This is an optimization exercise on Yosys and OpenROAD, whose aim is small area and a short achievable clock period, not a production implementation. Function was checked by simulation only, so behaviour that the tests miss may differ from the original. Power figures rest on the tool's default switching activity, not on a simulated workload.

<file path="design/flow/flow/run.sh">
#!/bin/bash
# Own layout flow: the standard flow (standard.sh), with two changes:
#  - clock tree synthesis without dummy load cells (-dont_use_dummy_load),
#  - port buffers start from buf_2 instead of the flow's default choice.
# Each tool's output goes to the ORFS logs under orfs/logs/; make's own output
# goes to flow_make.log here.
set -euo pipefail
bash standard.sh \
  "CTS_ARGS=-sink_clustering_enable -repair_clock_nets -dont_use_dummy_load -sink_clustering_size 30 -buf_list {sky130_fd_sc_hd__clkbuf_4 sky130_fd_sc_hd__clkbuf_8}" \
  "BUFFER_PORTS_ARGS=-buffer_cell sky130_fd_sc_hd__buf_2" \
  finish > flow_make.log 2>&1
</file>
<file path="design/flow/standard.sh">
#!/bin/bash
# synth_recipe.tcl (not shown) runs the flow's synth.tcl, then flattens the netlist and writes it again
# the make line also repeats each setting of config.mk as NAME=value (left out here)
make -C /OpenROAD-flow-scripts/flow DESIGN_CONFIG=/design/flow/config.mk WORK_HOME=/design/flow/orfs CLKGATE_MAP_FILE= SYNTH_SCRIPT=/design/flow/synth_recipe.tcl "${@:-finish}"
</file>
<file path="design/flow/config.mk">
export PLATFORM = sky130hd
export DESIGN_NAME = Fir
export DESIGN_NICKNAME = Fir
export VERILOG_FILES = /design/flow/design.v
export SDC_FILE = /design/flow/constraint.sdc
export NUM_CORES = 4
export LEC_CHECK = 0
export CAP_MARGIN = 20
export CORE_MARGIN = 2
export CORE_UTILIZATION = 40
export CTS_BUF_LIST = sky130_fd_sc_hd__clkbuf_4 sky130_fd_sc_hd__clkbuf_8
export CTS_CLUSTER_SIZE = 30
export SETUP_SLACK_MARGIN = 4.3
export SLEW_MARGIN = 20
export SYNTH_HIERARCHICAL = 1
export SYNTH_MINIMUM_KEEP_SIZE = 0
</file>
<file path="design/flow/constraint.sdc">
create_clock -name core_clock -period 10.0 [get_ports {clk}]
set_input_delay 2.0000 -clock core_clock [delete_from_list [all_inputs] [get_ports {clk}]]
set_output_delay 2.0000 -clock core_clock [all_outputs]
set_load 0.01 [all_outputs]
</file>
<file path="design/flow/design.v">
module fadd(a,b,c,s,co);
input a,b,c;
output s,co;
assign s=a^b^c;
assign co=(a&b)|(a&c)|(b&c);
endmodule
module hadd(a,b,s,co);
input a,b;
output s,co;
assign s=a^b;
assign co=a&b;
endmodule
module ygp(a,b,gn,pn);
input a,b;
output gn,pn;
assign gn=~(a&b);
assign pn=~(a|b);
endmodule
module yxor(a,b,t);
input a,b;
output t;
assign t=a^b;
endmodule
module yadd(gn,pn,t,h,h1,h2,h3,y);
input [13:0]gn,pn,t;
input [3:0]h;
input h1,h2,h3;    
output [17:0]y;
wire G0_1,G0_3,P0_3,G0_5,P0_5,G0_7,P0_7,G0_9,P0_9,G0_11,P0_11,G0_13,P0_13,G1_2,G1_3,G1_6,P1_6,G1_7,P1_7,G1_10,P1_10,G1_11,P1_11,G2_4,G2_5,G2_6,G2_7,G2_12,P2_12,G2_13,P2_13,G3_8,G3_9,G3_10,G3_11,G3_12,G3_13;
assign G0_1=~gn[1]|(~pn[1]&~gn[0]);
assign G0_3=~gn[3]|(~pn[3]&~gn[2]);
assign P0_3=~pn[3]&~pn[2];
assign G0_5=~gn[5]|(~pn[5]&~gn[4]);
assign P0_5=~pn[5]&~pn[4];
assign G0_7=~gn[7]|(~pn[7]&~gn[6]);
assign P0_7=~pn[7]&~pn[6];
assign G0_9=~gn[9]|(~pn[9]&~gn[8]);
assign P0_9=~pn[9]&~pn[8];
assign G0_11=~gn[11]|(~pn[11]&~gn[10]);
assign P0_11=~pn[11]&~pn[10];
assign G0_13=~gn[13]|(~pn[13]&~gn[12]);
assign P0_13=~pn[13]&~pn[12];
assign G1_2=~gn[2]|(~pn[2]&G0_1);
assign G1_3=G0_3|(P0_3&G0_1);
assign G1_6=~gn[6]|(~pn[6]&G0_5);
assign P1_6=~pn[6]&P0_5;
assign G1_7=G0_7|(P0_7&G0_5);
assign P1_7=P0_7&P0_5;
assign G1_10=~gn[10]|(~pn[10]&G0_9);
assign P1_10=~pn[10]&P0_9;
assign G1_11=G0_11|(P0_11&G0_9);
assign P1_11=P0_11&P0_9;
assign G2_4=~gn[4]|(~pn[4]&G1_3);
assign G2_5=G0_5|(P0_5&G1_3);
assign G2_6=G1_6|(P1_6&G1_3);
assign G2_7=G1_7|(P1_7&G1_3);
assign G2_12=~gn[12]|(~pn[12]&G1_11);
assign P2_12=~pn[12]&P1_11;
assign G2_13=G0_13|(P0_13&G1_11);
assign P2_13=P0_13&P1_11;
assign G3_8=~gn[8]|(~pn[8]&G2_7);
assign G3_9=G0_9|(P0_9&G2_7);
assign G3_10=G1_10|(P1_10&G2_7);
assign G3_11=G1_11|(P1_11&G2_7);
assign G3_12=G2_12|(P2_12&G2_7);
assign G3_13=G2_13|(P2_13&G2_7);
assign y[0]=t[0];
assign y[1]=t[1]^~gn[0];
assign y[2]=t[2]^G0_1;
assign y[3]=t[3]^G1_2;
assign y[4]=t[4]^G1_3;
assign y[5]=t[5]^G2_4;
assign y[6]=t[6]^G2_5;
assign y[7]=t[7]^G2_6;
assign y[8]=t[8]^G2_7;
assign y[9]=t[9]^G3_8;
assign y[10]=t[10]^G3_9;
assign y[11]=t[11]^G3_10;
assign y[12]=t[12]^G3_11;
assign y[13]=t[13]^G3_12;
assign y[14]=h[0]^G3_13;
assign y[15]=h[1]^(G3_13&h1);
assign y[16]=h[2]^(G3_13&h2);
assign y[17]=h[3]^(G3_13&h3);
endmodule
module Fir(reset_n,clk,x_in,y_out);
input reset_n,clk;
input [15:0]x_in;
output [23:0]y_out;
reg [13:0]r4;
reg [17:0]r3;
reg [17:0]r2;
reg [17:0]r1;
reg c3_9;
reg c2_9;
reg c1_9;
wire zx;
wire [17:0]a3_s;
wire [18:0]a3_c;
wire [17:0]a3_r;
wire [18:0]a3_k;
wire [17:0]a2_s;
wire [18:0]a2_c;
wire [17:0]a2_r;
wire [18:0]a2_k;
wire [17:0]a1_s;
wire [18:0]a1_c;
wire [17:0]a1_r;
wire [18:0]a1_k;
wire [17:0]r1i9;
wire [13:0]yg;
wire [13:0]yp;
wire [13:0]yt;
wire [17:0]y;
wire yh1;
wire yh2;
assign zx=~(x_in[2]|x_in[1]|x_in[0]);    
fadd u1(.a(x_in[0]),.b(~x_in[3]),.c(r4[0]),.s(a3_s[0]),.co(a3_c[1]));
fadd u2(.a(x_in[1]),.b(~x_in[4]),.c(r4[1]),.s(a3_s[1]),.co(a3_c[2]));
fadd u3(.a(x_in[2]),.b(~x_in[5]),.c(r4[2]),.s(a3_s[2]),.co(a3_c[3]));
fadd u4(.a(x_in[3]),.b(~x_in[6]),.c(r4[3]),.s(a3_s[3]),.co(a3_c[4]));
fadd u5(.a(x_in[4]),.b(~x_in[7]),.c(r4[4]),.s(a3_s[4]),.co(a3_c[5]));
fadd u6(.a(x_in[5]),.b(~x_in[8]),.c(r4[5]),.s(a3_s[5]),.co(a3_c[6]));
fadd u7(.a(x_in[6]),.b(~x_in[9]),.c(r4[6]),.s(a3_s[6]),.co(a3_c[7]));
fadd u8(.a(x_in[7]),.b(~x_in[10]),.c(r4[7]),.s(a3_s[7]),.co(a3_c[8]));
fadd u9(.a(x_in[8]),.b(~x_in[11]),.c(r4[8]),.s(a3_s[8]),.co(a3_c[9]));
fadd u10(.a(x_in[9]),.b(~x_in[12]),.c(r4[9]),.s(a3_s[9]),.co(a3_c[10]));
fadd u11(.a(x_in[10]),.b(~x_in[13]),.c(r4[10]),.s(a3_s[10]),.co(a3_c[11]));
fadd u12(.a(x_in[11]),.b(~x_in[14]),.c(r4[11]),.s(a3_s[11]),.co(a3_c[12]));
fadd u13(.a(x_in[12]),.b(~x_in[15]),.c(r4[12]),.s(a3_s[12]),.co(a3_c[13]));
assign a3_s[13]=~(x_in[13]^r4[13]);
assign a3_c[14]=x_in[13]|r4[13];
assign a3_s[14]=~(x_in[14]^a3_c[14]);
assign a3_c[15]=x_in[14]|a3_c[14];
assign a3_s[15]=~(x_in[15]^a3_c[15]);
assign a3_c[16]=x_in[15]|a3_c[15];
hadd u14(.a(a3_s[0]),.b(zx),.s(a3_r[0]),.co(a3_k[1]));
fadd u15(.a(a3_s[1]),.b(a3_c[1]),.c(a3_k[1]),.s(a3_r[1]),.co(a3_k[2]));
fadd u16(.a(a3_s[2]),.b(a3_c[2]),.c(a3_k[2]),.s(a3_r[2]),.co(a3_k[3]));
fadd u17(.a(a3_s[3]),.b(a3_c[3]),.c(a3_k[3]),.s(a3_r[3]),.co(a3_k[4]));
fadd u18(.a(a3_s[4]),.b(a3_c[4]),.c(a3_k[4]),.s(a3_r[4]),.co(a3_k[5]));
fadd u19(.a(a3_s[5]),.b(a3_c[5]),.c(a3_k[5]),.s(a3_r[5]),.co(a3_k[6]));
fadd u20(.a(a3_s[6]),.b(a3_c[6]),.c(a3_k[6]),.s(a3_r[6]),.co(a3_k[7]));
fadd u21(.a(a3_s[7]),.b(a3_c[7]),.c(a3_k[7]),.s(a3_r[7]),.co(a3_k[8]));
fadd u22(.a(a3_s[8]),.b(a3_c[8]),.c(a3_k[8]),.s(a3_r[8]),.co(a3_k[9]));
hadd u23(.a(a3_s[9]),.b(a3_c[9]),.s(a3_r[9]),.co(a3_k[10]));
fadd u24(.a(a3_s[10]),.b(a3_c[10]),.c(a3_k[10]),.s(a3_r[10]),.co(a3_k[11]));
fadd u25(.a(a3_s[11]),.b(a3_c[11]),.c(a3_k[11]),.s(a3_r[11]),.co(a3_k[12]));
fadd u26(.a(a3_s[12]),.b(a3_c[12]),.c(a3_k[12]),.s(a3_r[12]),.co(a3_k[13]));
fadd u27(.a(a3_s[13]),.b(a3_c[13]),.c(a3_k[13]),.s(a3_r[13]),.co(a3_k[14]));
hadd u28(.a(a3_s[14]),.b(a3_k[14]),.s(a3_r[14]),.co(a3_k[15]));
hadd u29(.a(a3_s[15]),.b(a3_k[15]),.s(a3_r[15]),.co(a3_k[16]));
assign a3_r[16]=~(a3_c[16]^a3_k[16]);
assign a3_k[17]=a3_c[16]|a3_k[16];
hadd u30(.a(1'b1),.b(a3_k[17]),.s(a3_r[17]),.co(a3_k[18]));
hadd u31(.a(x_in[0]),.b(r3[0]),.s(a2_r[0]),.co(a2_k[1]));
fadd u32(.a(x_in[1]),.b(r3[1]),.c(a2_k[1]),.s(a2_r[1]),.co(a2_k[2]));
fadd u33(.a(x_in[2]),.b(r3[2]),.c(a2_k[2]),.s(a2_r[2]),.co(a2_k[3]));
fadd u34(.a(x_in[3]),.b(r3[3]),.c(a2_k[3]),.s(a2_r[3]),.co(a2_k[4]));
fadd u35(.a(x_in[4]),.b(r3[4]),.c(a2_k[4]),.s(a2_r[4]),.co(a2_k[5]));
fadd u36(.a(x_in[5]),.b(r3[5]),.c(a2_k[5]),.s(a2_r[5]),.co(a2_k[6]));
fadd u37(.a(x_in[6]),.b(r3[6]),.c(a2_k[6]),.s(a2_r[6]),.co(a2_k[7]));
fadd u38(.a(x_in[7]),.b(r3[7]),.c(a2_k[7]),.s(a2_r[7]),.co(a2_k[8]));
fadd u39(.a(x_in[8]),.b(r3[8]),.c(a2_k[8]),.s(a2_r[8]),.co(a2_k[9]));
fadd u40(.a(x_in[9]),.b(r3[9]),.c(c3_9),.s(a2_r[9]),.co(a2_k[10]));
fadd u41(.a(x_in[10]),.b(r3[10]),.c(a2_k[10]),.s(a2_r[10]),.co(a2_k[11]));
fadd u42(.a(x_in[11]),.b(r3[11]),.c(a2_k[11]),.s(a2_r[11]),.co(a2_k[12]));
fadd u43(.a(x_in[12]),.b(r3[12]),.c(a2_k[12]),.s(a2_r[12]),.co(a2_k[13]));
fadd u44(.a(x_in[13]),.b(r3[13]),.c(a2_k[13]),.s(a2_r[13]),.co(a2_k[14]));
fadd u45(.a(x_in[14]),.b(r3[14]),.c(a2_k[14]),.s(a2_r[14]),.co(a2_k[15]));
fadd u46(.a(x_in[15]),.b(r3[15]),.c(a2_k[15]),.s(a2_r[15]),.co(a2_k[16]));
hadd u47(.a(r3[16]),.b(a2_k[16]),.s(a2_r[16]),.co(a2_k[17]));
hadd u48(.a(r3[17]),.b(a2_k[17]),.s(a2_r[17]),.co(a2_k[18]));
fadd u49(.a(x_in[0]),.b(~x_in[3]),.c(r2[0]),.s(a1_s[0]),.co(a1_c[1]));
fadd u50(.a(x_in[1]),.b(~x_in[4]),.c(r2[1]),.s(a1_s[1]),.co(a1_c[2]));
fadd u51(.a(x_in[2]),.b(~x_in[5]),.c(r2[2]),.s(a1_s[2]),.co(a1_c[3]));
fadd u52(.a(x_in[3]),.b(~x_in[6]),.c(r2[3]),.s(a1_s[3]),.co(a1_c[4]));
fadd u53(.a(x_in[4]),.b(~x_in[7]),.c(r2[4]),.s(a1_s[4]),.co(a1_c[5]));
fadd u54(.a(x_in[5]),.b(~x_in[8]),.c(r2[5]),.s(a1_s[5]),.co(a1_c[6]));
fadd u55(.a(x_in[6]),.b(~x_in[9]),.c(r2[6]),.s(a1_s[6]),.co(a1_c[7]));
fadd u56(.a(x_in[7]),.b(~x_in[10]),.c(r2[7]),.s(a1_s[7]),.co(a1_c[8]));
fadd u57(.a(x_in[8]),.b(~x_in[11]),.c(r2[8]),.s(a1_s[8]),.co(a1_c[9]));
fadd u58(.a(x_in[9]),.b(~x_in[12]),.c(r2[9]),.s(a1_s[9]),.co(a1_c[10]));
fadd u59(.a(x_in[10]),.b(~x_in[13]),.c(r2[10]),.s(a1_s[10]),.co(a1_c[11]));
fadd u60(.a(x_in[11]),.b(~x_in[14]),.c(r2[11]),.s(a1_s[11]),.co(a1_c[12]));
fadd u61(.a(x_in[12]),.b(~x_in[15]),.c(r2[12]),.s(a1_s[12]),.co(a1_c[13]));
assign a1_s[13]=~(x_in[13]^r2[13]);
assign a1_c[14]=x_in[13]|r2[13];
assign a1_s[14]=~(x_in[14]^r2[14]);
assign a1_c[15]=x_in[14]|r2[14];
assign a1_s[15]=~(x_in[15]^r2[15]);
assign a1_c[16]=x_in[15]|r2[15];
assign a1_s[16]=~(r2[16]^a1_c[16]);
assign a1_c[17]=r2[16]|a1_c[16];
assign a1_s[17]=~(r2[17]^a1_c[17]);
assign a1_c[18]=r2[17]|a1_c[17];
hadd u62(.a(a1_s[0]),.b(zx),.s(a1_r[0]),.co(a1_k[1]));
fadd u63(.a(a1_s[1]),.b(a1_c[1]),.c(a1_k[1]),.s(a1_r[1]),.co(a1_k[2]));
fadd u64(.a(a1_s[2]),.b(a1_c[2]),.c(a1_k[2]),.s(a1_r[2]),.co(a1_k[3]));
fadd u65(.a(a1_s[3]),.b(a1_c[3]),.c(a1_k[3]),.s(a1_r[3]),.co(a1_k[4]));
fadd u66(.a(a1_s[4]),.b(a1_c[4]),.c(a1_k[4]),.s(a1_r[4]),.co(a1_k[5]));
fadd u67(.a(a1_s[5]),.b(a1_c[5]),.c(a1_k[5]),.s(a1_r[5]),.co(a1_k[6]));
fadd u68(.a(a1_s[6]),.b(a1_c[6]),.c(a1_k[6]),.s(a1_r[6]),.co(a1_k[7]));
fadd u69(.a(a1_s[7]),.b(a1_c[7]),.c(a1_k[7]),.s(a1_r[7]),.co(a1_k[8]));
fadd u70(.a(a1_s[8]),.b(a1_c[8]),.c(a1_k[8]),.s(a1_r[8]),.co(a1_k[9]));
fadd u71(.a(a1_s[9]),.b(a1_c[9]),.c(c2_9),.s(a1_r[9]),.co(a1_k[10]));
fadd u72(.a(a1_s[10]),.b(a1_c[10]),.c(a1_k[10]),.s(a1_r[10]),.co(a1_k[11]));
fadd u73(.a(a1_s[11]),.b(a1_c[11]),.c(a1_k[11]),.s(a1_r[11]),.co(a1_k[12]));
fadd u74(.a(a1_s[12]),.b(a1_c[12]),.c(a1_k[12]),.s(a1_r[12]),.co(a1_k[13]));
fadd u75(.a(a1_s[13]),.b(a1_c[13]),.c(a1_k[13]),.s(a1_r[13]),.co(a1_k[14]));
fadd u76(.a(a1_s[14]),.b(a1_c[14]),.c(a1_k[14]),.s(a1_r[14]),.co(a1_k[15]));
fadd u77(.a(a1_s[15]),.b(a1_c[15]),.c(a1_k[15]),.s(a1_r[15]),.co(a1_k[16]));
hadd u78(.a(a1_s[16]),.b(a1_k[16]),.s(a1_r[16]),.co(a1_k[17]));
hadd u79(.a(a1_s[17]),.b(a1_k[17]),.s(a1_r[17]),.co(a1_k[18]));
assign r1i9[8:0]=r1[8:0];
assign r1i9[9]=r1[9]^c1_9;
assign r1i9[10]=r1[10]^(c1_9&(&r1[9:9]));
assign r1i9[11]=r1[11]^(c1_9&(&r1[10:9]));
assign r1i9[12]=r1[12]^(c1_9&(&r1[11:9]));
assign r1i9[13]=r1[13]^(c1_9&(&r1[12:9]));
assign r1i9[14]=r1[14]^(c1_9&(&r1[13:9]));
assign r1i9[15]=r1[15]^(c1_9&(&r1[14:9]));
assign r1i9[16]=r1[16]^(c1_9&(&r1[15:9]));
assign r1i9[17]=r1[17]^(c1_9&(&r1[16:9]));
ygp u80(.a(x_in[2]),.b(r1i9[0]),.gn(yg[0]),.pn(yp[0]));
yxor u81(.a(x_in[2]),.b(r1i9[0]),.t(yt[0]));
ygp u82(.a(x_in[3]),.b(r1i9[1]),.gn(yg[1]),.pn(yp[1]));
yxor u83(.a(x_in[3]),.b(r1i9[1]),.t(yt[1]));
ygp u84(.a(x_in[4]),.b(r1i9[2]),.gn(yg[2]),.pn(yp[2]));
yxor u85(.a(x_in[4]),.b(r1i9[2]),.t(yt[2]));
ygp u86(.a(x_in[5]),.b(r1i9[3]),.gn(yg[3]),.pn(yp[3]));
yxor u87(.a(x_in[5]),.b(r1i9[3]),.t(yt[3]));
ygp u88(.a(x_in[6]),.b(r1i9[4]),.gn(yg[4]),.pn(yp[4]));
yxor u89(.a(x_in[6]),.b(r1i9[4]),.t(yt[4]));
ygp u90(.a(x_in[7]),.b(r1i9[5]),.gn(yg[5]),.pn(yp[5]));
yxor u91(.a(x_in[7]),.b(r1i9[5]),.t(yt[5]));
ygp u92(.a(x_in[8]),.b(r1i9[6]),.gn(yg[6]),.pn(yp[6]));
yxor u93(.a(x_in[8]),.b(r1i9[6]),.t(yt[6]));
ygp u94(.a(x_in[9]),.b(r1i9[7]),.gn(yg[7]),.pn(yp[7]));
yxor u95(.a(x_in[9]),.b(r1i9[7]),.t(yt[7]));
ygp u96(.a(x_in[10]),.b(r1i9[8]),.gn(yg[8]),.pn(yp[8]));
yxor u97(.a(x_in[10]),.b(r1i9[8]),.t(yt[8]));
ygp u98(.a(x_in[11]),.b(r1i9[9]),.gn(yg[9]),.pn(yp[9]));
yxor u99(.a(x_in[11]),.b(r1i9[9]),.t(yt[9]));
ygp u100(.a(x_in[12]),.b(r1i9[10]),.gn(yg[10]),.pn(yp[10]));
yxor u101(.a(x_in[12]),.b(r1i9[10]),.t(yt[10]));
ygp u102(.a(x_in[13]),.b(r1i9[11]),.gn(yg[11]),.pn(yp[11]));
yxor u103(.a(x_in[13]),.b(r1i9[11]),.t(yt[11]));
ygp u104(.a(x_in[14]),.b(r1i9[12]),.gn(yg[12]),.pn(yp[12]));
yxor u105(.a(x_in[14]),.b(r1i9[12]),.t(yt[12]));
ygp u106(.a(x_in[15]),.b(r1i9[13]),.gn(yg[13]),.pn(yp[13]));
yxor u107(.a(x_in[15]),.b(r1i9[13]),.t(yt[13]));
assign yh2=r1i9[14]&r1i9[15]&r1i9[16];
assign yh1=r1i9[14]&r1i9[15];
yadd ya(.gn(yg),.pn(yp),.t(yt),.h(r1i9[17:14]),.h1(r1i9[14]),.h2(yh1),.h3(yh2),.y(y));
always @(posedge clk or negedge reset_n)
begin
if(!reset_n)
	begin
	r4<=14'h0;
	r3<=18'h0;
	r2<=18'h0;
	r1<=18'h0;
	c3_9<=1'h0;
	c2_9<=1'h0;
	c1_9<=1'h0;
	end
else
	begin
	r4<=x_in[15:2];
	r3<={a3_r[17],a3_r[16],a3_r[15],a3_r[14],a3_r[13],a3_r[12],a3_r[11],a3_r[10],a3_r[9],a3_r[8],a3_r[7],a3_r[6],a3_r[5],a3_r[4],a3_r[3],a3_r[2],a3_r[1],a3_r[0]};
	r2<={a2_r[17],a2_r[16],a2_r[15],a2_r[14],a2_r[13],a2_r[12],a2_r[11],a2_r[10],a2_r[9],a2_r[8],a2_r[7],a2_r[6],a2_r[5],a2_r[4],a2_r[3],a2_r[2],a2_r[1],a2_r[0]};
	r1<={a1_r[17],a1_r[16],a1_r[15],a1_r[14],a1_r[13],a1_r[12],a1_r[11],a1_r[10],a1_r[9],a1_r[8],a1_r[7],a1_r[6],a1_r[5],a1_r[4],a1_r[3],a1_r[2],a1_r[1],a1_r[0]};
	c3_9<=a3_k[9];
	c2_9<=a2_k[9];
	c1_9<=a1_k[9];
	end
end
assign y_out={6'b0,y};
endmodule
</file>
==> out/results.ini, run 1 <==
[worst_setup_path]
timing_worst_setup_path_type=input pin to flop
critical_path_cell_sequence=buf_6 > inv_1 > fa_1 > ha_1 > fa_1 > fa_2 > fa_2 > fa_2 > fa_2 > fa_2 > fa_2 > fa_1
setup.worst_path.start_class=input pin
timing.critical_path.arrival_ns=5.80
critical-path-top-cell-by-count=sky130_fd_sc_hd__fa_2
worst_ep_required_time_ns=10.21
crit_path_end_kind=flop
cp_max_fo=8
worst_setup_path_start=x_in[3]
critical-path-slowest-cell=sky130_fd_sc_hd__fa_1
timing.critical_path.slowest_cell_delay_ns=0.46
regToRegStartpoint=r2[0]

[drt]
initial_drt_markers=117
detail_route.wl_per_cell_um=14.0
final_antenna_net_count=0
wirelength_um=7780
vias_per_cell=4.80
drc_errors=0
drt_first_pass_iters=4
num_vias=2674

[synth]
synth_warnings=7
synthesis.area_mm2=0.00462
netlist_instances=363
synth.avg_cell_area_um2=12.7

[floorplanning]
chipHeight_um=111
chipWidth_um=111
floorplan.core_area_mm2=0.0113
num_io_pins=42
floorplan.initialDensity_pct=40.8
rows=39
design.die.area_mm2=0.0124

[outcome]
status=timing/DRC/antenna clean

[global_routing]
grt_max_degree=72
number_of_global_route_vias_before_repair=2880
grt_usage_pct=14.0
wire_length_of_the_first_global_routing_pass_um=13700
total_global_routing_overflow=0
number_of_antenna_violations_at_the_first_check_in_global_routing=0

[sta]
maxSlewViolCount=0
unrepaired_setup_endpoints_after_global_routing=true
finalWorstPathRequiredPeriod_ns=5.59
finalCritPeriodShare_pct=55.9
tns_ns=0
finalHoldViolCount=0
max_slew_headroom_pct=40.3
worst_clock_skew_ns=0.0296
setup_violations=0
fmax_mhz=179
worst-slew-pin-transition_ns=0.895

[clock_tree]
worst_skew_pair.late_latency_ns=0.35
clk_sink_count=71
cts.htree.levels=3
cts_root_buf=sky130_fd_sc_hd__clkbuf_8
tritoncts_clock_tree=built
clock_transition_at_the_registers_of_the_reported_paths_ns=0.07
clockBufferDepth=2
cts_made_buffers=9

[pwr]
power.leakage_uw=0.00234
total_power_uw=1540
power.density_mw_per_mm2=294
vdd.ir_drop.worst_mv=0.145

[place]
placement.io_buffers=35
place_congestion=0.786
cell_area_placed_mm2=0.00498
placedCellCount=539
detailedPlacementHpwl_um=6070

[finish]
fin_nets=522
drive_gt1_share_pct=21.7
most_common_library_cell_in_the_layout_ignoring_fill_and_taps=sky130_fd_sc_hd__dfrtp_1
most_used_cells_in_the_layout_excluding_fill_and_tap_cells=sky130_fd_sc_hd__dfrtp_1 (71), sky130_fd_sc_hd__fa_1 (52), sky130_fd_sc_hd__inv_1 (36)
cell_area_after_layout_mm2=0.00523
layout-area-overhead-vs-synth_pct=13.2
fin_cells=557
antenna_cells=0

[flow_run]
cap_violations=0

[min_path]
min_from=r3[16]
min-delay-path-class=flop to flop

## through the flow
step           util (%)  hold slack, ns  setup slack [ns]
3_3_place_gp       44.0           0.447              3.93
3_5_place_dp       44.0           0.465              3.88
5_1_grt            46.2           0.496              4.26
4_1_cts            45.5           0.490              4.30
6_report           46.2           0.488              4.41
2_1_floorplan         -           0.443              4.31
## metal layers
metal	vias up	global-route usage (%)	share of wire (%)
li1	1258	-	-
met1	1356	19.9	49
met2	50	21.2	46
met3	10	3.70	3.6
met4	0	4.69	1.6
met5	-	0	0
## cell type report
| type | count | area, um^2 |
|---|---|---|
| Fill cell | 1021 | 6090 |
| Multi-Input combinational cell | 252 | 2730 |
| Sequential cell | 71 | 1780 |
| Timing Repair Buffer | 45 | 284 |
| Tap cell | 143 | 179 |
| Inverter | 37 | 139 |
| Clock buffer | 9 | 124 |
## where the power goes
group          total [uW]  switching [uW]  internal [uW]
Sequential            467            65.5            402
Clock                 170            90.1           80.1
Combinational         900             484            416
Total                1540             639            898
## what timing repair did
action | 4_1_cts | 5_1_grt
gates resized for setup | 8 | 14
setup endpoints to repair | 9 | 12
pin swaps | 3 | 3
setup buffers | 3 | 6
hold buffers | 0 | 0
## path summary, 6_finish.rpt
path | slack, ns | depth (start not counted) | to
max in group asynchronous | 7.54 | 2 | r3[4]
min | 0.49 | 1 | r2[16]
max reg2reg | 5.91 | 10 | r1[8]
min reg2reg | 0.49 | 1 | r2[16]
max | 4.41 | 12 | r1[8]
min in group asynchronous | 1.86 | 2 | r3[17]
## state kept, by name (all words and copies together), names as in the netlist
name and cells:
r3 18, c3_9 1, r1 18, c1_9 1
r2 18, c2_9 1, r4 14
## critical path, delay by kind of cell
kind,cells,cell delay [ns]
buffers and inverters,2,0.21
adder cells (fa/ha/maj),10,3.57
==> inputs of run 2 (changes only) <==
==> design/flow/flow/run.sh (replaced) <==
#!/bin/bash
# Own layout flow: the standard flow (standard.sh), with two changes:
#  - clock tree synthesis without dummy load cells (-dont_use_dummy_load),
#  - port buffers start from buf_1 instead of the flow's default choice.
# Each tool's output goes to the ORFS logs under orfs/logs/; make's own output
# goes to flow_make.log here.
set -euo pipefail
bash standard.sh \
  "CTS_ARGS=-sink_clustering_enable -repair_clock_nets -dont_use_dummy_load -sink_clustering_size 30 -buf_list {sky130_fd_sc_hd__clkbuf_4 sky130_fd_sc_hd__clkbuf_8}" \
  "BUFFER_PORTS_ARGS=-buffer_cell sky130_fd_sc_hd__buf_1" \
  finish > flow_make.log 2>&1
--- a/design/flow/config.mk
+++ b/design/flow/config.mk
@@ -12,3 +12,3 @@
 export CTS_CLUSTER_SIZE = 30
-export SETUP_SLACK_MARGIN = 4.3
+export SETUP_SLACK_MARGIN = 4.6
 export SLEW_MARGIN = 20
==> out/results.ini, run 2 <==
[outcome]
status=timing/DRC/antenna clean  ; unchanged

[floorplanning]
floorplan.initialDensity_pct=40.8  ; unchanged
num_io_pins=42  ; unchanged
design.die.area_mm2=0.0124  ; unchanged
rows=39  ; unchanged
floorplan.core_area_mm2=0.0113  ; unchanged
chipWidth_um=111  ; unchanged
chipHeight_um=111  ; unchanged

[sta]
worst-slew-pin-transition_ns=0.907  ; was 0.895 ns
tns_ns=0  ; unchanged
fmax_mhz=180  ; was 179 MHz
setup_violations=0  ; unchanged
finalHoldViolCount=0  ; unchanged
maxSlewViolCount=0  ; unchanged
finalCritPeriodShare_pct=55.6  ; was 55.9%
worst_clock_skew_ns=0.0272  ; was 0.0296 ns
max_slew_headroom_pct=39.5  ; was 40.3%
unrepaired_setup_endpoints_after_global_routing=true  ; unchanged
finalWorstPathRequiredPeriod_ns=5.56  ; was 5.59 ns

[drt]
drt_first_pass_iters=4  ; unchanged
vias_per_cell=4.82  ; was 4.80
num_vias=2756  ; was 2674
final_antenna_net_count=0  ; unchanged
wirelength_um=8270  ; was 7780 um
initial_drt_markers=129  ; was 117
detail_route.wl_per_cell_um=14.5  ; was 14.0 um
drc_errors=0  ; unchanged

[min_path]
min-delay-path-class=flop to flop  ; unchanged
hold_depth=1  ; unchanged
min_from=r3[0]  ; was r3[16]
holdPathEnd=r2[0]  ; was r2[16]

[global_routing]
grt_max_degree=72  ; unchanged
total_global_routing_overflow=0  ; unchanged
number_of_global_route_vias_before_repair=3074  ; was 2880
grt_usage_pct=15.3  ; was 14.0%
wire_length_of_the_first_global_routing_pass_um=15000  ; was 13700 um
number_of_antenna_violations_at_the_first_check_in_global_routing=0  ; unchanged

[finish]
most_common_library_cell_in_the_layout_ignoring_fill_and_taps=sky130_fd_sc_hd__dfrtp_1  ; unchanged
fin_cells=572  ; was 557
drive_gt1_share_pct=29.8  ; was 21.7%
layout-area-overhead-vs-synth_pct=19.5  ; was 13.2%
most_used_cells_in_the_layout_excluding_fill_and_tap_cells=sky130_fd_sc_hd__dfrtp_1 (71), sky130_fd_sc_hd__fa_1 (43), sky130_fd_sc_hd__inv_1 (35)  ; was sky130_fd_sc_hd__dfrtp_1 (71), sky130_fd_sc_hd__fa_1 (52), sky130_fd_sc_hd__inv_1 (36)
fin_nets=537  ; was 522
layout_top_registers=r1 (18), r2 (18), r3 (18)  ; unchanged
antenna_cells=0  ; unchanged
cell_area_after_layout_mm2=0.00552  ; was 0.00523 mm^2
layout.core_utilization_pct=48.8  ; was 46.2%

[place]
detailedPlacementHpwl_um=6210  ; was 6070 um
placedCellCount=539  ; unchanged
cell_area_placed_mm2=0.00496  ; was 0.00498 mm^2
place_congestion=0.762  ; was 0.786
placement.io_buffers=35  ; unchanged

[pwr]
internal-power_uw=947  ; was 898 uW
net-switching-power_uw=685  ; was 639 uW
power.leakage_uw=0.00242  ; was 0.00234 uW
vdd.ir_drop.worst_mv=0.182  ; was 0.145 mV
combinational_cell_fraction_of_total_power_pct=60.6  ; was 58.5%
power.density_mw_per_mm2=296  ; was 294 mW/mm^2
power.clock.fraction_pct=10.5  ; was 11.1%
power_frac_seq_pct=28.9  ; was 30.4%
swShare_pct=42.0  ; was 41.6%

[worst_setup_path]
worst_path_dominant_cell_family=buffers and inverters  ; was adder cells
worst_ep_required_time_ns=8.00  ; was 10.21 ns
regToRegStartpoint=r4[0]  ; was r2[0]
critical_path_cell_sequence=buf_12 > nand2_4 > o21a_4 > nor4_4 > buf_4 > o211ai_1 > buf_4 > nand4_1 > xor2_1 > buf_2  ; was buf_6 > inv_1 > fa_1 > ha_1 > fa_1 > fa_2 > fa_2 > fa_2 > fa_2 > fa_2 > fa_2 > fa_1
timing.critical_path.buf_inv=4  ; was 2
critical-path-slowest-cell=sky130_fd_sc_hd__nor4_4  ; was sky130_fd_sc_hd__fa_1
critical-path-top-cell-by-count=sky130_fd_sc_hd__buf_4  ; was sky130_fd_sc_hd__fa_2
timing_worst_setup_path_type=input pin to output port  ; was input pin to flop
crit_path_end_kind=output port  ; was flop
setup.worst_path.start_class=input pin  ; unchanged
r2r_cells=10  ; unchanged
r2r-end=r3[8]  ; was r1[8]
cp_max_fo=4  ; was 8
register_to_register_setup_slack_ns=5.93  ; was 5.91 ns
timing.critical_path.arrival_ns=3.56  ; was 5.80 ns
timing.critical_path.slowest_cell_delay_ns=0.28  ; was 0.46 ns

[flow_run]
cap_violations=0  ; unchanged

[clock_tree]
clk_sink_count=71  ; unchanged
cts_root_buf=sky130_fd_sc_hd__clkbuf_8  ; unchanged
clock_transition_at_the_registers_of_the_reported_paths_ns=0.08  ; was 0.07 ns
tritoncts_clock_tree=built  ; unchanged
post_cts_hold_buffers=0  ; unchanged
cts.htree.levels=3  ; unchanged
worst_skew_pair.late_latency_ns=0.35  ; about the same
clockBufferDepth=2  ; unchanged
cts_made_buffers=9  ; unchanged

[synth]
netlist_instances=363  ; unchanged
synth_warnings=7  ; unchanged
synth.avg_cell_area_um2=12.7  ; unchanged
synthesis.area_mm2=0.00462  ; unchanged

[run 2: area by class of cell]
class,instances,area [um^2]
tap,143,179
clock buffer,9,124
fill,1016,5800
sequential,71,1780
timing repair buffer,60,428
inverter,37,141
multi-input combinational,252,2870
[run 2: repair_timing]
item                                    in CTS  in global routing
pin swaps                                   14                 17
cloned                                       0                  0
buffers inserted                            11                 13
resized for setup                           67                 29
endpoints found under the setup margin      25                 20
[run 2: worst max-delay path by stage]
stage	from	end	slack (ns)	depth (start not counted)
2_1_floorplan	x_in[3]	r1[8]	4.42	11
3_3_place_gp	x_in[3]	r3[8]	3.82	12
3_5_place_dp	x_in[4]	r3[8]	3.73	11
4_1_cts	x_in[3]	y_out[16]	4.43	9
5_1_grt	x_in[4]	y_out[14]	4.35	9
6_report	x_in[2]	y_out[11]	4.44	10
[run 2: power groups by stage]
stage	sequential [uW]	combinational (uW)	clock [uW]
floorplan	461	637	0
global placement	471	818	0
detailed placement	475	847	0
CTS	472	932	179
global route	487	1140	189
finish	472	989	171
[run 2: metal layers]
metal,GRT usage [%],part of all wire (%),vias up
met2,23.5,48,52
li1,-,-,1293
met5,0,0,-
met3,3.43,3.4,16
met4,5.60,2.3,0
met1,21.6,47,1395
[run 2: metrics by stage]
step	hold WS (ns)	power, uW	setup WS [ns]
after floorplan	0.443	1100	4.42
after global placement	0.448	1290	3.82
after detailed placement	0.457	1320	3.73
after CTS	0.475	1580	4.43
after global routing	0.494	1810	4.35
final	0.473	1630	4.44
==> inputs of run 3 (changes only) <==
==> design/flow/run.sh (new file) <==
#!/bin/bash
# synth_recipe.tcl (not shown) runs the flow's synth.tcl, then flattens the netlist and writes it again
# the make line also repeats each setting of config.mk as NAME=value (left out here)
make -C /OpenROAD-flow-scripts/flow DESIGN_CONFIG=/design/flow/config.mk WORK_HOME=/design/flow/orfs CLKGATE_MAP_FILE= SYNTH_SCRIPT=/design/flow/synth_recipe.tcl finish
--- a/design/flow/config.mk
+++ b/design/flow/config.mk
@@ -12,3 +12,3 @@
 export CTS_CLUSTER_SIZE = 30
-export SETUP_SLACK_MARGIN = 4.6
+export SETUP_SLACK_MARGIN = 4.3
 export SLEW_MARGIN = 20
removed: design/flow/flow/run.sh
removed: design/flow/standard.sh
==> out/results.ini, run 3 <==
[clock_tree]
clockBufferDepth=2  ; unchanged
clock_transition_at_the_registers_of_the_reported_paths_ns=0.08  ; about the same
worst_skew_pair.late_latency_ns=0.34  ; was 0.35 ns
clk_sink_count=71  ; unchanged
cts_made_buffers=9  ; unchanged
post_cts_hold_buffers=0  ; unchanged
cts.htree.levels=3  ; unchanged
tritoncts_clock_tree=built  ; unchanged
cts_root_buf=sky130_fd_sc_hd__clkbuf_8  ; unchanged

[drt]
vias_per_cell=4.75  ; was 4.82
detail_route.wl_per_cell_um=14.1  ; was 14.5 um
initial_drt_markers=92  ; was 129
drc_errors=0  ; unchanged
final_antenna_net_count=0  ; unchanged
num_vias=2710  ; was 2756
drt_first_pass_iters=4  ; unchanged
wirelength_um=8030  ; was 8270 um

[place]
detailedPlacementHpwl_um=6280  ; was 6210 um
place_congestion=0.805  ; was 0.762
placement.io_buffers=35  ; unchanged
preCtsSetupSlack_ns=3.22  ; was 3.73 ns
placedCellCount=539  ; unchanged
cell_area_placed_mm2=0.00515  ; was 0.00496 mm^2

[worst_setup_path]
worst_setup_path_start=x_in[0]  ; was x_in[2]
cp_max_fo=4  ; unchanged
worst_path_dominant_cell_family=adder cells  ; was buffers and inverters
r2r_cells=10  ; unchanged
timing.critical_path.buf_inv=1  ; was 4
timing_worst_setup_path_type=input pin to flop  ; was input pin to output port
crit_path_end_kind=flop  ; was output port
setup.worst_path.start_class=input pin  ; unchanged
r2r-end=r3[8]  ; unchanged
timing.critical_path.arrival_ns=5.85  ; was 3.56 ns
timing.critical_path.slowest_cell_delay_ns=0.49  ; was 0.28 ns
regToRegStartpoint=r4[0]  ; unchanged
worst_ep_required_time_ns=10.22  ; was 8.00 ns
crit_path_depth=11  ; was 10
register_to_register_setup_slack_ns=5.94  ; was 5.93 ns
critical-path-top-cell-by-count=sky130_fd_sc_hd__fa_2  ; was sky130_fd_sc_hd__buf_4
critical_path_cell_sequence=clkdlybuf4s15_2 > fa_1 > ha_1 > fa_1 > fa_2 > fa_2 > fa_2 > fa_2 > fa_2 > fa_2 > fa_1  ; was buf_12 > nand2_4 > o21a_4 > nor4_4 > buf_4 > o211ai_1 > buf_4 > nand4_1 > xor2_1 > buf_2
critical_path.endpoint=r3[8]  ; was y_out[11]
critical-path-slowest-cell=sky130_fd_sc_hd__fa_1  ; was sky130_fd_sc_hd__nor4_4

[pwr]
power.leakage_uw=0.00244  ; was 0.00242 uW
vdd.ir_drop.worst_mv=0.153  ; was 0.182 mV
power.density_mw_per_mm2=310  ; was 296 mW/mm^2

[global_routing]
wire_length_of_the_first_global_routing_pass_um=14700  ; was 15000 um
grt_usage_pct=14.9  ; was 15.3%
number_of_global_route_vias_before_repair=3083  ; was 3074
number_of_antenna_violations_at_the_first_check_in_global_routing=0  ; unchanged
grt_max_degree=72  ; unchanged
total_global_routing_overflow=0  ; unchanged

[floorplanning]
chipHeight_um=111  ; unchanged
rows=39  ; unchanged
floorplan.initialDensity_pct=40.8  ; unchanged
num_io_pins=42  ; unchanged
floorplan.core_area_mm2=0.0113  ; unchanged
design.die.area_mm2=0.0124  ; unchanged
chipWidth_um=111  ; unchanged

[sta]
finalHoldViolCount=0  ; unchanged
worst_clock_skew_ns=0.00871  ; was 0.0272 ns
fmax_mhz=178  ; was 180 MHz
worst-slew-pin-transition_ns=0.910  ; was 0.907 ns
setup_violations=0  ; unchanged
setup_slack_ns=4.37  ; was 4.44 ns
finalCritPeriodShare_pct=56.3  ; was 55.6%
tns_ns=0  ; unchanged
maxSlewViolCount=0  ; unchanged
finalWorstPathRequiredPeriod_ns=5.63  ; was 5.56 ns
unrepaired_setup_endpoints_after_global_routing=false  ; was true
max_slew_headroom_pct=39.3  ; was 39.5%

[finish]
fin_nets=528  ; was 537
drive_gt1_share_pct=24.6  ; was 29.8%
antenna_cells=0  ; unchanged
cell_area_after_layout_mm2=0.00552  ; unchanged
fin_cells=570  ; was 572
most_used_cells_in_the_layout_excluding_fill_and_tap_cells=sky130_fd_sc_hd__dfrtp_1 (71), sky130_fd_sc_hd__fa_1 (50), sky130_fd_sc_hd__inv_1 (37)  ; was sky130_fd_sc_hd__dfrtp_1 (71), sky130_fd_sc_hd__fa_1 (43), sky130_fd_sc_hd__inv_1 (35)
layout_top_registers=r1 (18), r2 (18), r3 (18)  ; unchanged
most_common_library_cell_in_the_layout_ignoring_fill_and_taps=sky130_fd_sc_hd__dfrtp_1  ; unchanged
layout-area-overhead-vs-synth_pct=19.5  ; unchanged

[outcome]
status=timing/DRC/antenna clean  ; unchanged

[flow_run]
cap_violations=0  ; unchanged

[min_path]
min-delay-path-class=flop to flop  ; unchanged

[synth]
netlist_instances=363  ; unchanged
synth_warnings=7  ; unchanged
synth.avg_cell_area_um2=12.7  ; unchanged
synthesis.area_mm2=0.00462  ; unchanged

run 3: layout make-up:
| class | count | area (um^2) |
|---|---|---|
| sequential | 71 | 1780 |
| fill | 974 | 5800 |
| multi-input combinational | 252 | 2800 |
| clock buffer | 11 | 145 |
| inverter | 37 | 139 |
| clock inverter | 5 | 81.3 |
| tap | 143 | 179 |
| timing repair buffer | 51 | 403 |
run 3: how the worst min path moves through the flow:
stage	from	cells after the start	to	slack (ns)
detailed placement	r3[0]	1	r2[0]	0.46
finish	r3[0]	1	r2[0]	0.47
floorplan	r3[0]	1	r2[0]	0.44
global route	r3[0]	1	r2[0]	0.50
CTS	r3[0]	1	r2[0]	0.48
global placement	r3[0]	1	r2[0]	0.45
run 3: through the flow:
stage,hold WS (ns),utilization [%],total power (uW)
after floorplan,0.443,-,1100
after global placement,0.449,45.5,1410
after detailed placement,0.460,45.5,1450
after CTS,0.479,48.5,1740
after global routing,0.498,48.8,1900
final,0.472,48.8,1710
run 3: per-layer routing:
layer,track usage [%],part of all wire (%),up-vias
met5,0,0,-
met4,4.20,1.2,0
met3,3.38,3.0,10
met2,23.8,48,41
met1,20.8,48,1377
li1,-,-,1282
run 3: what timing repair did:
item                                    in CTS  in global routing
endpoints found under the setup margin      29                 16
pin swaps                                    7                  7
setup buffers                               14                  1
gates resized for setup                    118                 35
run 3: where the power goes:
group	total, uW	switching (uW)	internal [uW]
combinational	982	505	478
sequential	470	68.9	401
clock	256	106	150
==> inputs of run 4 (changes only) <==
--- a/design/flow/design.v
+++ b/design/flow/design.v
@@ -28,40 +28,72 @@
 output [17:0]y;
-wire G0_1,G0_3,P0_3,G0_5,P0_5,G0_7,P0_7,G0_9,P0_9,G0_11,P0_11,G0_13,P0_13,G1_2,G1_3,G1_6,P1_6,G1_7,P1_7,G1_10,P1_10,G1_11,P1_11,G2_4,G2_5,G2_6,G2_7,G2_12,P2_12,G2_13,P2_13,G3_8,G3_9,G3_10,G3_11,G3_12,G3_13;
+wire G0_1,G0_2,P0_2,G0_3,P0_3,G0_4,P0_4,G0_5,P0_5,G0_6,P0_6,G0_7,P0_7,G0_8,P0_8,G0_9,P0_9,G0_10,P0_10,G0_11,P0_11,G0_12,P0_12,G0_13,P0_13,G1_2,G1_3,G1_4,P1_4,G1_5,P1_5,G1_6,P1_6,G1_7,P1_7,G1_8,P1_8,G1_9,P1_9,G1_10,P1_10,G1_11,P1_11,G1_12,P1_12,G1_13,P1_13,G2_4,G2_5,G2_6,G2_7,G2_8,P2_8,G2_9,P2_9,G2_10,P2_10,G2_11,P2_11,G2_12,P2_12,G2_13,P2_13,G3_8,G3_9,G3_10,G3_11,G3_12,G3_13;
 assign G0_1=~gn[1]|(~pn[1]&~gn[0]);
+assign G0_2=~gn[2]|(~pn[2]&~gn[1]);
+assign P0_2=~pn[2]&~pn[1];
 assign G0_3=~gn[3]|(~pn[3]&~gn[2]);
 assign P0_3=~pn[3]&~pn[2];
+assign G0_4=~gn[4]|(~pn[4]&~gn[3]);
+assign P0_4=~pn[4]&~pn[3];
 assign G0_5=~gn[5]|(~pn[5]&~gn[4]);
 assign P0_5=~pn[5]&~pn[4];
+assign G0_6=~gn[6]|(~pn[6]&~gn[5]);
+assign P0_6=~pn[6]&~pn[5];
 assign G0_7=~gn[7]|(~pn[7]&~gn[6]);
 assign P0_7=~pn[7]&~pn[6];
+assign G0_8=~gn[8]|(~pn[8]&~gn[7]);
+assign P0_8=~pn[8]&~pn[7];
 assign G0_9=~gn[9]|(~pn[9]&~gn[8]);
 assign P0_9=~pn[9]&~pn[8];
+assign G0_10=~gn[10]|(~pn[10]&~gn[9]);
+assign P0_10=~pn[10]&~pn[9];
 assign G0_11=~gn[11]|(~pn[11]&~gn[10]);
 assign P0_11=~pn[11]&~pn[10];
+assign G0_12=~gn[12]|(~pn[12]&~gn[11]);
+assign P0_12=~pn[12]&~pn[11];
 assign G0_13=~gn[13]|(~pn[13]&~gn[12]);
 assign P0_13=~pn[13]&~pn[12];
-assign G1_2=~gn[2]|(~pn[2]&G0_1);
+assign G1_2=G0_2|(P0_2&~gn[0]);
 assign G1_3=G0_3|(P0_3&G0_1);
-assign G1_6=~gn[6]|(~pn[6]&G0_5);
-assign P1_6=~pn[6]&P0_5;
+assign G1_4=G0_4|(P0_4&G0_2);
+assign P1_4=P0_4&P0_2;
+assign G1_5=G0_5|(P0_5&G0_3);
+assign P1_5=P0_5&P0_3;
+assign G1_6=G0_6|(P0_6&G0_4);
+assign P1_6=P0_6&P0_4;
 assign G1_7=G0_7|(P0_7&G0_5);
 assign P1_7=P0_7&P0_5;
-assign G1_10=~gn[10]|(~pn[10]&G0_9);
-assign P1_10=~pn[10]&P0_9;
+assign G1_8=G0_8|(P0_8&G0_6);
+assign P1_8=P0_8&P0_6;
+assign G1_9=G0_9|(P0_9&G0_7);
+assign P1_9=P0_9&P0_7;
+assign G1_10=G0_10|(P0_10&G0_8);
+assign P1_10=P0_10&P0_8;
 assign G1_11=G0_11|(P0_11&G0_9);
 assign P1_11=P0_11&P0_9;
-assign G2_4=~gn[4]|(~pn[4]&G1_3);
-assign G2_5=G0_5|(P0_5&G1_3);
-assign G2_6=G1_6|(P1_6&G1_3);
+assign G1_12=G0_12|(P0_12&G0_10);
+assign P1_12=P0_12&P0_10;
+assign G1_13=G0_13|(P0_13&G0_11);
+assign P1_13=P0_13&P0_11;
+assign G2_4=G1_4|(P1_4&~gn[0]);
+assign G2_5=G1_5|(P1_5&G0_1);
+assign G2_6=G1_6|(P1_6&G1_2);
 assign G2_7=G1_7|(P1_7&G1_3);
-assign G2_12=~gn[12]|(~pn[12]&G1_11);
-assign P2_12=~pn[12]&P1_11;
-assign G2_13=G0_13|(P0_13&G1_11);
-assign P2_13=P0_13&P1_11;
-assign G3_8=~gn[8]|(~pn[8]&G2_7);
-assign G3_9=G0_9|(P0_9&G2_7);
-assign G3_10=G1_10|(P1_10&G2_7);
-assign G3_11=G1_11|(P1_11&G2_7);
-assign G3_12=G2_12|(P2_12&G2_7);
-assign G3_13=G2_13|(P2_13&G2_7);
+assign G2_8=G1_8|(P1_8&G1_4);
+assign P2_8=P1_8&P1_4;
+assign G2_9=G1_9|(P1_9&G1_5);
+assign P2_9=P1_9&P1_5;
+assign G2_10=G1_10|(P1_10&G1_6);
+assign P2_10=P1_10&P1_6;
+assign G2_11=G1_11|(P1_11&G1_7);
+assign P2_11=P1_11&P1_7;
+assign G2_12=G1_12|(P1_12&G1_8);
+assign P2_12=P1_12&P1_8;
+assign G2_13=G1_13|(P1_13&G1_9);
+assign P2_13=P1_13&P1_9;
+assign G3_8=G2_8|(P2_8&~gn[0]);
+assign G3_9=G2_9|(P2_9&G0_1);
+assign G3_10=G2_10|(P2_10&G1_2);
+assign G3_11=G2_11|(P2_11&G1_3);
+assign G3_12=G2_12|(P2_12&G2_4);
+assign G3_13=G2_13|(P2_13&G2_5);
 assign y[0]=t[0];
==> design/flow/flow/run.sh (new file) <==
#!/bin/bash
# Own layout flow: the standard flow (standard.sh), with two changes:
#  - clock tree synthesis without dummy load cells (-dont_use_dummy_load),
#  - port buffers start from buf_1 instead of the flow's default choice.
# Each tool's output goes to the ORFS logs under orfs/logs/; make's own output
# goes to flow_make.log here.
set -euo pipefail
bash standard.sh \
  "CTS_ARGS=-sink_clustering_enable -repair_clock_nets -dont_use_dummy_load -sink_clustering_size 30 -buf_list {sky130_fd_sc_hd__clkbuf_4 sky130_fd_sc_hd__clkbuf_8}" \
  "BUFFER_PORTS_ARGS=-buffer_cell sky130_fd_sc_hd__buf_1" \
  finish > flow_make.log 2>&1
==> design/flow/standard.sh (new file) <==
#!/bin/bash
# synth_recipe.tcl (not shown) runs the flow's synth.tcl, then flattens the netlist and writes it again
# the make line also repeats each setting of config.mk as NAME=value (left out here)
make -C /OpenROAD-flow-scripts/flow DESIGN_CONFIG=/design/flow/config.mk WORK_HOME=/design/flow/orfs CLKGATE_MAP_FILE= SYNTH_SCRIPT=/design/flow/synth_recipe.tcl "${@:-finish}"
--- a/design/flow/config.mk
+++ b/design/flow/config.mk
@@ -12,3 +12,3 @@
 export CTS_CLUSTER_SIZE = 30
-export SETUP_SLACK_MARGIN = 4.3
+export SETUP_SLACK_MARGIN = 4.0
 export SLEW_MARGIN = 20
removed: design/flow/run.sh
==> out/results.ini, run 4 <==
[worst_setup_path]
cp_max_fo=4  ; unchanged
timing.critical_path.arrival_ns=6.07  ; was 5.85 ns
timing_worst_setup_path_type=input pin to flop  ; unchanged
worst_ep_required_time_ns=10.20  ; was 10.22 ns
setup.worst_path.start_class=input pin  ; unchanged
crit_path_end_kind=flop  ; unchanged

[finish]
layout-area-overhead-vs-synth_pct=9.76  ; was 19.5%
most_common_library_cell_in_the_layout_ignoring_fill_and_taps=sky130_fd_sc_hd__dfrtp_1  ; unchanged
antenna_cells=0  ; unchanged
drive_gt1_share_pct=8.73  ; was 24.6%
most_used_cells_in_the_layout_excluding_fill_and_tap_cells=sky130_fd_sc_hd__dfrtp_1 (71), sky130_fd_sc_hd__fa_1 (68), sky130_fd_sc_hd__inv_1 (32)  ; was sky130_fd_sc_hd__dfrtp_1 (71), sky130_fd_sc_hd__fa_1 (50), sky130_fd_sc_hd__inv_1 (37)
area_of_the_multi_input_gates_mm2=0.00253  ; was 0.00280 mm^2
layout_top_registers=r1 (18), r2 (18), r3 (18)  ; unchanged
fin_nets=486  ; was 528
fill_cells=999  ; was 974
area_taken_by_flip_flops_and_latches_mm2=0.00178  ; unchanged

[global_routing]
grt_usage_pct=14.1  ; was 14.9%
groute.layer.met1.usage_pct=19.7  ; was 20.8%
total_global_routing_overflow=0  ; unchanged
use_met2_pct=21.9  ; was 23.8%
number_of_antenna_violations_at_the_first_check_in_global_routing=0  ; unchanged
grt_busiest_layer=met2  ; unchanged
use_met3_pct=3.08  ; was 3.38%
wire_length_of_the_first_global_routing_pass_um=12500  ; was 14700 um
grt_max_degree=72  ; unchanged
number_of_global_route_vias_before_repair=2566  ; was 3083

[pwr]
swShare_pct=41.9  ; was 39.8%
power.density_mw_per_mm2=283  ; was 310 mW/mm^2
net-switching-power_uw=580  ; was 680 uW
power.clock.fraction_pct=12.4  ; was 15.0%
vdd.ir_drop.worst_mv=0.0996  ; was 0.153 mV
power.leakage_uw=0.00219  ; was 0.00244 uW
power_frac_seq_pct=33.8  ; was 27.5%
total_power_uw=1380  ; was 1710 uW
internal-power_uw=803  ; was 1030 uW
combinational_cell_fraction_of_total_power_pct=53.9  ; was 57.5%

[place]
detailedPlacementHpwl_um=5820  ; was 6280 um
placement.io_buffers=35  ; unchanged
place_congestion=0.825  ; was 0.805

[clock_tree]
clockBufferDepth=2  ; unchanged
cts_made_buffers=9  ; unchanged
clock_transition_at_the_registers_of_the_reported_paths_ns=0.08  ; about the same
cts.htree.levels=3  ; unchanged
cts_root_buf=sky130_fd_sc_hd__clkbuf_8  ; unchanged
setup_fix_bufs_post_cts=0  ; was 14
post_cts_hold_buffers=0  ; unchanged
worst_skew_pair.late_latency_ns=0.34  ; about the same
clk_sink_count=71  ; unchanged
tritoncts_clock_tree=built  ; unchanged

[outcome]
status=timing/DRC/antenna clean  ; unchanged

[drt]
initial_drt_markers=101  ; was 92
final_antenna_net_count=0  ; unchanged
wirelength_um=7240  ; was 8030 um
drt_first_pass_iters=4  ; unchanged
num_vias=2426  ; was 2710
drc_errors=0  ; unchanged
detail_route.wl_per_cell_um=14.0  ; was 14.1 um
vias_per_cell=4.68  ; was 4.75

[flow_run]
cap_violations=0  ; unchanged

[sta]
setup_violations=0  ; unchanged
unrepaired_setup_endpoints_after_global_routing=true  ; was false
max_slew_headroom_pct=40.0  ; was 39.3%
maxSlewViolCount=0  ; unchanged
fmax_mhz=171  ; was 178 MHz
finalHoldViolCount=0  ; unchanged
tns_ns=0  ; unchanged
finalCritPeriodShare_pct=58.6  ; was 56.3%
finalWorstPathRequiredPeriod_ns=5.86  ; was 5.63 ns
worst-slew-pin-transition_ns=0.900  ; was 0.910 ns
worst_clock_skew_ns=0.0235  ; was 0.00871 ns

[synth]
synth.avg_cell_area_um2=13.3  ; was 12.7 um^2
synth_warnings=7  ; unchanged
synthesis.area_mm2=0.00446  ; was 0.00462 mm^2
netlist_instances=335  ; was 363

[min_path]
min-delay-path-class=flop to flop  ; unchanged

[floorplanning]
floorplan.initialDensity_pct=41.1  ; was 40.8%
chipWidth_um=110  ; was 111 um
floorplan.core_area_mm2=0.0108  ; was 0.0113 mm^2
num_io_pins=42  ; unchanged
rows=38  ; was 39
chipHeight_um=110  ; was 111 um
design.die.area_mm2=0.0120  ; was 0.0124 mm^2

-- run 4: repair_timing --
item | 4_1_cts | 5_1_grt
pin swaps | 0 | 0
resized for setup | 10 | 6
endpoints found under the setup margin | 11 | 8
-- run 4: worst paths after layout --
path | startpoint | to | slack (ns) | cells after the start
worst max-delay path | x_in[0] | r1[8] | 4.14 | 11
worst min-delay path | r3[0] | r2[0] | 0.48 | 1
worst max register to register | r2[0] | r1[8] | 5.66 | 10
worst min register to register | r3[0] | r2[0] | 0.48 | 1
max in group asynchronous | reset_n | r2[11] | 7.53 | 2
min in group asynchronous | reset_n | r3[0] | 1.85 | 2
-- run 4: final cells by class --
type	instances	area share (%)
sequential	71	36.3
tap	140	3.58
timing repair buffer	36	3.37
clock buffer	9	2.53
inverter	32	2.45
multi-input combinational	230	51.8
-- run 4: layer usage --
layer / vias up / part of all wire (%)
li1: 1144 / -
met1: 1236 / 47
met2: 38 / 48
met3: 8 / 3.6
met4: 0 / 1.3
met5: - / 0
-- run 4: metrics by stage --
stage                     hold WS, ns  setup slack, ns  utilization, %  std cells  instance area (um^2)
final                           0.480             4.14            45.2        518                  4890
after global routing            0.510             4.00            45.2        518                  4890
after CTS                       0.481             4.05            45.0        518                  4880
after detailed placement        0.460             3.35            43.7        509                  4740
after global placement          0.447             3.38            43.7        509                  4740
after floorplan                 0.443             4.07               -        340                  4480
-- run 4: critical path, stage by stage --
cell                    delay, ns
sky130_fd_sc_hd__buf_1       0.24
sky130_fd_sc_hd__fa_1        0.45
sky130_fd_sc_hd__ha_1        0.22
sky130_fd_sc_hd__fa_1        0.39
sky130_fd_sc_hd__fa_1        0.39
sky130_fd_sc_hd__fa_1        0.39
sky130_fd_sc_hd__fa_1        0.39
sky130_fd_sc_hd__fa_1        0.39
sky130_fd_sc_hd__fa_1        0.38
sky130_fd_sc_hd__fa_1        0.39
sky130_fd_sc_hd__fa_1        0.43
-- run 4: power groups by stage --
stage / registers, uW / clock network [uW] / logic (uW)
4_1_cts: 468 / 178 / 763
2_1_floorplan: 461 / 0 / 566
3_5_place_dp: 474 / 0 / 759
6_report: 467 / 171 / 745
5_1_grt: 481 / 191 / 869
3_3_place_gp: 469 / 0 / 736
==> inputs of run 5 (changes only) <==
--- a/design/flow/config.mk
+++ b/design/flow/config.mk
@@ -12,3 +12,3 @@
 export CTS_CLUSTER_SIZE = 30
-export SETUP_SLACK_MARGIN = 4.0
+export SETUP_SLACK_MARGIN = 0.0
 export SLEW_MARGIN = 20
==> out/results.ini, run 5 <==
[finish]
area_taken_by_flip_flops_and_latches_mm2=0.00178  ; unchanged
most_used_cells_in_the_layout_excluding_fill_and_tap_cells=sky130_fd_sc_hd__dfrtp_1 (71), sky130_fd_sc_hd__fa_1 (68), sky130_fd_sc_hd__buf_1 (34)  ; was sky130_fd_sc_hd__dfrtp_1 (71), sky130_fd_sc_hd__fa_1 (68), sky130_fd_sc_hd__inv_1 (32)
layout-area-overhead-vs-synth_pct=9.09  ; was 9.76%
layout_top_registers=r1 (18), r2 (18), r3 (18)  ; unchanged
antenna_cells=0  ; unchanged
fill_cells=999  ; unchanged
layout.core_utilization_pct=44.9  ; was 45.2%
fin_nets=486  ; unchanged
drive_gt1_share_pct=5.56  ; was 8.73%
area_of_the_multi_input_gates_mm2=0.00253  ; about the same
most_common_library_cell_in_the_layout_ignoring_fill_and_taps=sky130_fd_sc_hd__dfrtp_1  ; unchanged

[sta]
finalWorstPathRequiredPeriod_ns=6.28  ; was 5.86 ns
worst_clock_skew_ns=0.0253  ; was 0.0235 ns
tns_ns=0  ; unchanged
unrepaired_setup_endpoints_after_global_routing=false  ; was true
finalCritPeriodShare_pct=62.8  ; was 58.6%
finalHoldViolCount=0  ; unchanged
fmax_mhz=159  ; was 171 MHz
maxSlewViolCount=0  ; unchanged
setup_violations=0  ; unchanged
worst-slew-pin-transition_ns=0.900  ; about the same
max_slew_headroom_pct=40.0  ; about the same

[drt]
met1Wirelength_um=3450  ; was 3390 um
initial_drt_markers=103  ; was 101
drc_errors=0  ; unchanged
met2_wire_length_um=3480  ; was 3490 um
final_antenna_net_count=0  ; unchanged
vias_per_cell=4.72  ; was 4.68
wirelength_um=7270  ; was 7240 um
met3_wirelength_um=242  ; was 260 um
maxUsedRoutingLayer=met4  ; unchanged
detail_route.wl_per_cell_um=14.0  ; about the same
drt_first_pass_iters=4  ; unchanged
num_vias=2446  ; was 2426

[pwr]
power_frac_seq_pct=33.8  ; about the same
internal-power_uw=801  ; was 803 uW
net-switching-power_uw=580  ; about the same
total_power_uw=1380  ; about the same
power.leakage_uw=0.00215  ; was 0.00219 uW
vdd.ir_drop.worst_mv=0.0991  ; was 0.0996 mV
combinational_cell_fraction_of_total_power_pct=53.7  ; was 53.9%
swShare_pct=42.0  ; was 41.9%
power.clock.fraction_pct=12.4  ; about the same
power.density_mw_per_mm2=284  ; was 283 mW/mm^2

[clock_tree]
cts_root_buf=sky130_fd_sc_hd__clkbuf_8  ; unchanged
worst_skew_pair.late_latency_ns=0.34  ; about the same
cts.htree.levels=3  ; unchanged
post_cts_hold_buffers=0  ; unchanged
clockBufferDepth=2  ; unchanged
clk_sink_count=71  ; unchanged
cts_repair_resize_count=0  ; was 10
cts_made_buffers=9  ; unchanged
tritoncts_clock_tree=built  ; unchanged
clock_transition_at_the_registers_of_the_reported_paths_ns=0.08  ; about the same
setup_fix_bufs_post_cts=0  ; unchanged

[floorplanning]
chipWidth_um=110  ; unchanged
floorplan.core_area_mm2=0.0108  ; unchanged
num_io_pins=42  ; unchanged
design.die.area_mm2=0.0120  ; unchanged
chipHeight_um=110  ; unchanged
floorplan.initialDensity_pct=41.1  ; unchanged
rows=38  ; unchanged

[worst_setup_path]
timing.critical_path.arrival_ns=6.48  ; was 6.07 ns
timing.critical_path.slowest_cell_delay_ns=0.49  ; was 0.45 ns
worst_ep_required_time_ns=10.20  ; about the same
worst_setup_path_start=x_in[3]  ; was x_in[0]
r2r_cells=10  ; unchanged
critical-path-top-cell-by-count=sky130_fd_sc_hd__fa_1  ; unchanged
setup.worst_path.start_class=input pin  ; unchanged
critical-path-slowest-cell=sky130_fd_sc_hd__fa_1  ; unchanged
critical_path.endpoint=r1[8]  ; unchanged
register_to_register_setup_slack_ns=5.66  ; about the same
r2r-end=r1[8]  ; unchanged
regToRegStartpoint=r2[0]  ; unchanged
crit_path_end_kind=flop  ; unchanged
cp_max_fo=8  ; was 4
critical_path_cell_sequence=buf_1 > inv_1 > fa_1 > ha_1 > fa_1 > fa_1 > fa_1 > fa_1 > fa_1 > fa_1 > fa_1 > fa_1  ; was buf_1 > fa_1 > ha_1 > fa_1 > fa_1 > fa_1 > fa_1 > fa_1 > fa_1 > fa_1 > fa_1
timing_worst_setup_path_type=input pin to flop  ; unchanged

[place]
detailedPlacementHpwl_um=5820  ; unchanged
placement.io_buffers=35  ; unchanged
place_congestion=0.825  ; unchanged

[min_path]
min-delay-path-class=flop to flop  ; unchanged

[global_routing]
number_of_global_route_vias_before_repair=2566  ; unchanged
total_global_routing_overflow=0  ; unchanged
grt_usage_pct=14.1  ; unchanged
wire_length_of_the_first_global_routing_pass_um=12500  ; unchanged
grt_max_degree=72  ; unchanged
number_of_antenna_violations_at_the_first_check_in_global_routing=0  ; unchanged

[outcome]
status=timing/DRC/antenna clean  ; unchanged

[synth]
synth_warnings=7  ; unchanged
synth.avg_cell_area_um2=13.3  ; unchanged
netlist_instances=335  ; unchanged
synthesis.area_mm2=0.00446  ; unchanged

[flow_run]
cap_violations=0  ; unchanged

run 5: worst min-delay path by stage:
stage            from      to  slack [ns]  depth (start not counted)
4_1_cts         r3[0]   r2[0]        0.48                          1
5_1_grt        r3[16]  r2[16]        0.51                          1
6_report        r3[0]   r2[0]        0.48                          1
2_1_floorplan   r3[0]   r2[0]        0.44                          1
3_5_place_dp    r3[0]   r2[0]        0.46                          1
3_3_place_gp    r3[0]   r2[0]        0.45                          1
run 5: worst max-delay path: cells and delay by family:
kind / cells / cell delay (ns)
adder cells (fa/ha/maj): 10 / 3.87
buffers and inverters: 2 / 0.61
run 5: metrics by stage:
stage | area (um^2) | hold WS, ns | std cells | worst slack [ns]
2_1_floorplan | 4480 | 0.443 | 340 | 4.07
3_3_place_gp | 4740 | 0.447 | 509 | 3.38
3_5_place_dp | 4740 | 0.460 | 509 | 3.35
4_1_cts | 4860 | 0.481 | 518 | 3.70
5_1_grt | 4860 | 0.510 | 518 | 3.53
6_report | 4860 | 0.480 | 518 | 3.72
run 5: per-layer routing:
metal,global-route usage [%],vias up
met2,21.9,39
met5,0,-
met1,19.7,1250
met3,3.08,10
met4,4.88,0
li1,-,1147
run 5: area by class of cell:
cell class	instances	share of cell area [%]
clock buffer	9	2.55
inverter	32	2.47
multi-input combinational	230	52.0
sequential	71	36.5
tap	140	3.60
timing repair buffer	36	2.88
run 5: power groups by stage:
stage | sequential [uW] | combinational (uW) | clock (uW)
2_1_floorplan | 461 | 566 | 0
3_3_place_gp | 469 | 736 | 0
3_5_place_dp | 474 | 759 | 0
4_1_cts | 468 | 762 | 178
5_1_grt | 481 | 866 | 191
6_report | 467 | 742 | 172

-- afterwards: timing with drivers on the ports --
The flow's constraints put no driver on any port. The routed layouts listed below were extracted and timed again, unchanged, in two steps.
Step 1, drivers: a clkbuf_16 drives clk and a buf_2 each remaining input, both assumed.
Step 2 times the ports against the registers' clock, not the clock port: input delays grow and output delays shrink by t, the midpoint of the rising clock arrivals with the driver on.
a / b / c = ideal ports / drivers / drivers and shift; a / b = the first two.
| run | t, ns | setup slack, ns | latest minus earliest clock arrival (ns) |
|---|---|---|---|
| run 1 | 0.365 | 4.406 / 4.390 / 4.036 | 0.030 / 0.030 |
| run 2 | 0.371 | 4.444 / 4.381 / 4.075 | 0.027 / 0.027 |
| run 3 | 0.369 | 4.371 / 4.381 / 4.014 | 0.008 / 0.009 |
| run 4 | 0.361 | 4.136 / 4.133 / 3.772 | 0.024 / 0.024 |
| run 5 | 0.361 | 3.720 / 3.729 / 3.368 | 0.026 / 0.026 |
After both steps setup and hold are still met in every run listed. For run 1, which loses most, drivers alone change the setup slack by -0.016 ns; drivers and shift together by -0.370 ns.
